From an optimization exercise on the open Yosys and OpenROAD flow, aimed at small area; shortcuts taken in it are not production practice.
Only simulation tests tie the RTL to the original design; equivalence was not proved.
Power and IR drop assume default switching activity.

==> module lottery, before the edit <==
module lottery(
	input clk,
	input [4:0] W1, W2, W3, W4, N_in,
	input reset, scan,
	output SYSRDY, winner, not_a_win, RD_ERR,
	output [2:0] Eur100,
	output [3:0] Eur010, Eur001
);
	assign RD_ERR = err;
	assign SYSRDY = (W1 != 0) && (W2 != 0) && (W3 != 0) && (W4 != 0) &&
	                (W1 != W2) && (W1 != W3) && (W1 != W4) &&
	                (W2 != W3) && (W2 != W4) && (W3 != W4);
	reg [4:0] b1, b2, b3;    
	reg [2:0] line;          
	reg [1:0] n;             
	reg [1:0] h;             
	reg err, f;              
	reg [2:0] sh;            
	reg [3:0] st;            
	reg [2:0] sq;            
	reg sr;                  
	wire rd   = scan && SYSRDY && (N_in != 0);
	wire dup1 = (N_in == b1);
	wire dup2 = (N_in == b2);
	wire dup3 = (N_in == b3);
	wire dup  = (n[1] | n[0]) & dup1 | n[1] & dup2 | n[1] & n[0] & dup3;
	wire take = rd && (line != 0) && !dup;             
	wire hit  = (N_in == W1) || (N_in == W2) || (N_in == W3) || (N_in == W4);
	wire [2:0] hn = (n == 0) ? {2'b0, hit} : {1'b0, h} + {2'b0, hit};
	wire add  = take && (n == 3) && !f;                
	wire p1   = add && (hn == 1);                      
	wire p5   = add && (hn >= 2);                      
	wire p20  = add && (hn >= 3);                      
	wire p100 = add && hn[2];                          
	wire       qw = p1 & sq[2];                        
	wire [2:0] qn = p1 ? {sq[1] & sq[0], sq[1] ^ sq[0], ~sq[0] & ~sq[2]} : sq;
	wire       rt = p5 | qw;                           
	wire       uc = sr & rt;                           
	wire [2:0] k  = st[3:1];
	wire       ke = uc & st[0];                        
	wire       k1 = p20 ^ ke;                          
	wire       k2 = p20 & ke;                          
	wire [2:0] kp1 = {k[1] & k[0], k[1] ^ k[0], ~k[0] & ~k[2]};
	wire [2:0] kp2 = {k[1] & ~k[0], ~k[1] & ~k[2], (k[0] & ~k[1]) | k[2]};
	wire [2:0] kn = k2 ? kp2 : k1 ? kp1 : k;
	wire       tc = k2 ? (k[2] | (k[1] & k[0])) : k1 & k[2];
	wire [3:0] tn = {kn, st[0] ^ uc};
	wire [2:0] hs = sh + p100 + tc;
	always @(posedge clk or negedge reset) begin
		if (!reset) begin
			line <= 0;
			n <= 0;
			err <= 0;
			f <= 0;
		end
		else if (scan && SYSRDY) begin
			if (N_in == 0)
				err <= 1;
			else if (line == 0) begin
				if (N_in > 6)
					err <= 1;
				else begin
					line <= N_in[2:0];
					err <= 0;
				end
			end
			else if (dup)
				err <= 1;
			else begin
				n <= n + 1;
				if (n != 0)
					err <= 0;
				if (n == 3) begin
					line <= line - 1;
					if (line == 1)
						f <= 1;
				end
			end
		end
	end
	always @(posedge clk) begin
		if (take) begin
			b1 <= N_in;
			b2 <= b1;
			b3 <= b2;
			h <= hn[1:0];
		end
	end
	wire clr = rd && (line == 0) && !f;
	reg [2:0] shi, sqi;
	reg [3:0] sti;
	reg sri;
	always @(*) begin
		sh = ~shi;
		st = ~sti;
		sq = ~sqi;
		sr = ~sri;
	end
	always @(posedge clk) begin
		if (clr) begin
			shi <= 3'b111;
			sti <= 4'b1111;
			sqi <= 3'b111;
			sri <= 1'b1;
		end
		else begin
			shi <= ~hs;
			sti <= ~tn;
			sqi <= ~qn;
			sri <= ~(sr ^ rt);
		end
	end
	wire [3:0] su = sr ? {sq[2] | (sq[1] & sq[0]), ~sq[2] & ~(sq[1] & sq[0]), sq[0] ^ sq[1], ~sq[0]} : {1'b0, sq};
	wire nz = (sh != 0) || (st != 0) || (sq != 0) || sr;
	assign winner    = f & nz;
	assign not_a_win = f & !nz;
	assign Eur100 = f ? sh : 3'd0;
	assign Eur010 = f ? st : 4'd0;
	assign Eur001 = f ? su : 4'd0;
endmodule
clock: 15.0 ns
lec_check: 0
cap_margin: 0
core_margin: 2
core_utilization: 40
gpl_timing_driven: 0
place_density: 0.6
slew_margin: 0
standard.sh (not shown) runs the stock make flow with config.mk's settings and CLKGATE_MAP_FILE= SYNTH_SCRIPT=/design/flow/synth_recipe.tcl, a recipe that flattens the netlist after the stock synthesis.
==> flow/flow/run.sh <==
#!/bin/bash
# The standard synthesis, its combinational logic mapped again for area by ABC
# (flip-flops untouched), then the standard layout with the smallest buffer on
# every input and output port and a small clock tree.
# ABC runs with sixteen seeds; the four smallest netlists are each taken through
# placement, clock tree and global routing in a trial folder (the repairs there
# can add buffers), and the one with the smallest cell area is laid out.
# Each tool's output goes to a log file here or in the trial folders.
set -euo pipefail
R=orfs/results/$FLOW_PLATFORM/lottery/base
export LIB=$FLOW_HOME/platforms/$FLOW_PLATFORM/lib/sky130_fd_sc_hd__tt_025C_1v80.lib
CTS="-sink_clustering_enable -repair_clock_nets -dont_use_dummy_load -buf_list sky130_fd_sc_hd__clkbuf_4 -sink_clustering_size 35 -sink_clustering_max_diameter 500"
BUFS="-buffer_cell sky130_fd_sc_hd__buf_1"

bash standard.sh synth > make_synth.log 2>&1
cp $R/1_2_yosys.v standard_synth.v
python3 flow/mkmodels.py $LIB models.v > mkmodels.log 2>&1
export ABC_DONT_USE="$(for c in $(sed -n '/^export DONT_USE_CELLS/,/^$/p' $FLOW_HOME/platforms/$FLOW_PLATFORM/config.mk | grep -o 'sky130_fd_sc_hd__[a-z0-9_]*'); do printf -- '-dont_use %s ' $c; done)"
for batch in "1 2 3 4" "5 6 7 8" "9 10 11 12" "13 14 15 16"; do
  for s in $batch; do
    printf 'strash\n&get -n\n&deepsyn -T 20 -S %s\n&put\ndch -f\namap\ntopo\n' $s > resynth_$s.abc
    ABC_SCRIPT=resynth_$s.abc NETLIST_IN=standard_synth.v NETLIST_OUT=resynth_$s.v yosys -c flow/resynth.tcl > yosys_resynth_$s.log 2>&1 &
  done
  wait || true
done
for s in $(seq 1 16); do
  a=$(grep -o "Chip area for module '.lottery': [0-9.]*" yosys_resynth_$s.log | awk '{print $NF}' || true)
  [[ -n "$a" && -s resynth_$s.v ]] && echo "$a $s"
done | sort -n -k1,1 -u | head -4 > resynth_top.txt

# trial layouts up to global routing, in folders of their own
for s in $(awk '{print $2}' resynth_top.txt); do
  (
    T=$PWD/trial_$s
    mkdir -p $T
    sed -e "s#WORK_HOME=[^ ]*#WORK_HOME=$T/orfs#" -e '/^if \[\[/,$d' standard.sh > $T/trial.sh
    TR=$T/orfs/results/$FLOW_PLATFORM/lottery/base
    bash $T/trial.sh synth > $T/make_synth.log 2>&1
    cp resynth_$s.v $TR/1_2_yosys.v
    rm -f $TR/1_synth.odb $TR/1_synth.sdc
    bash $T/trial.sh BUFFER_PORTS_ARGS="$BUFS" CTS_ARGS="$CTS" grt > $T/make_grt.log 2>&1
    printf 'read_db %s\nreport_design_area\n' $TR/5_1_grt.odb > $T/area.tcl
    openroad -no_init -exit $T/area.tcl > $T/area.log 2>&1
  ) &
done
wait || true
best=$(for s in $(awk '{print $2}' resynth_top.txt); do
  a=$(grep -o "Design area [0-9.]*" trial_$s/area.log | awk '{print $3}' || true)
  [[ -n "$a" ]] && echo "$a $s"
done | sort -n | head -1 | awk '{print $2}')
[[ -n "$best" ]] || best=$(head -1 resynth_top.txt | awk '{print $2}')
{ echo "kept ABC run $best"; cat resynth_top.txt; grep -H "Design area" trial_*/area.log || true; } > resynth_choice.log

cp resynth_$best.v $R/1_2_yosys.v
rm -f $R/1_synth.odb $R/1_synth.sdc
bash standard.sh BUFFER_PORTS_ARGS="$BUFS" CTS_ARGS="$CTS" finish > make_finish.log 2>&1
Other scripts of this flow, unchanged in this note and not shown: flow/flow/mkmodels.py, flow/flow/resynth.tcl
Change:
--- a/flow/design.v
+++ b/flow/design.v
@@ -80,13 +80,13 @@
 	end
 	always @(posedge clk) begin
 		if (take) begin
 			b1 <= N_in;
 			b2 <= b1;
 			b3 <= b2;
-			h <= hn[1:0];
+			h <= (n == 0) ? {1'b0, hit} : {h[1] | (h[0] & hit), h[0] ^ hit};
 		end
 	end
 	wire clr = rd && (line == 0) && !f;
 	reg [2:0] shi, sqi;
 	reg [3:0] sti;
 	reg sri;
Result:
- The changed run finished clean
- clock-buffer cell count does not change
- total power barely changes
- die area decreases by 0.87%
- global-route usage decreases by 0.53 points
- worst hold slack gets better by 0.044 ns
- first-iteration DRC count decreases by 8.5%
- area after synthesis decreases by 0.91%
- final area decreases by 0.81%
- sequential power stays flat
- core utilization is about the same

[static timing again, ports no longer ideal]
The results above use ideal ports. As a check the final layouts listed here were re-extracted and re-timed, cells and wires unchanged.
Step 1 assumes that a clkbuf_16 drives the clock port and a buf_2 every other input.
Step 2 also shifts input and output timing later by t, the mid clock arrival at the registers, as if the neighbouring blocks saw the same clock.
Three values: no drivers, after step 1, after step 2; two values: the first two.
run	t (ns)	setup WS [ns]	worst setup path after step 2
the first run	0.339	6.461 / 6.439 / 6.169	input to register
the second run	0.345	6.830 / 6.805 / 6.589	input to register
After both steps every run listed still meets setup and hold. For the first run, which loses most, drivers alone change the setup slack by -0.022 ns; drivers and shift together by -0.292 ns.
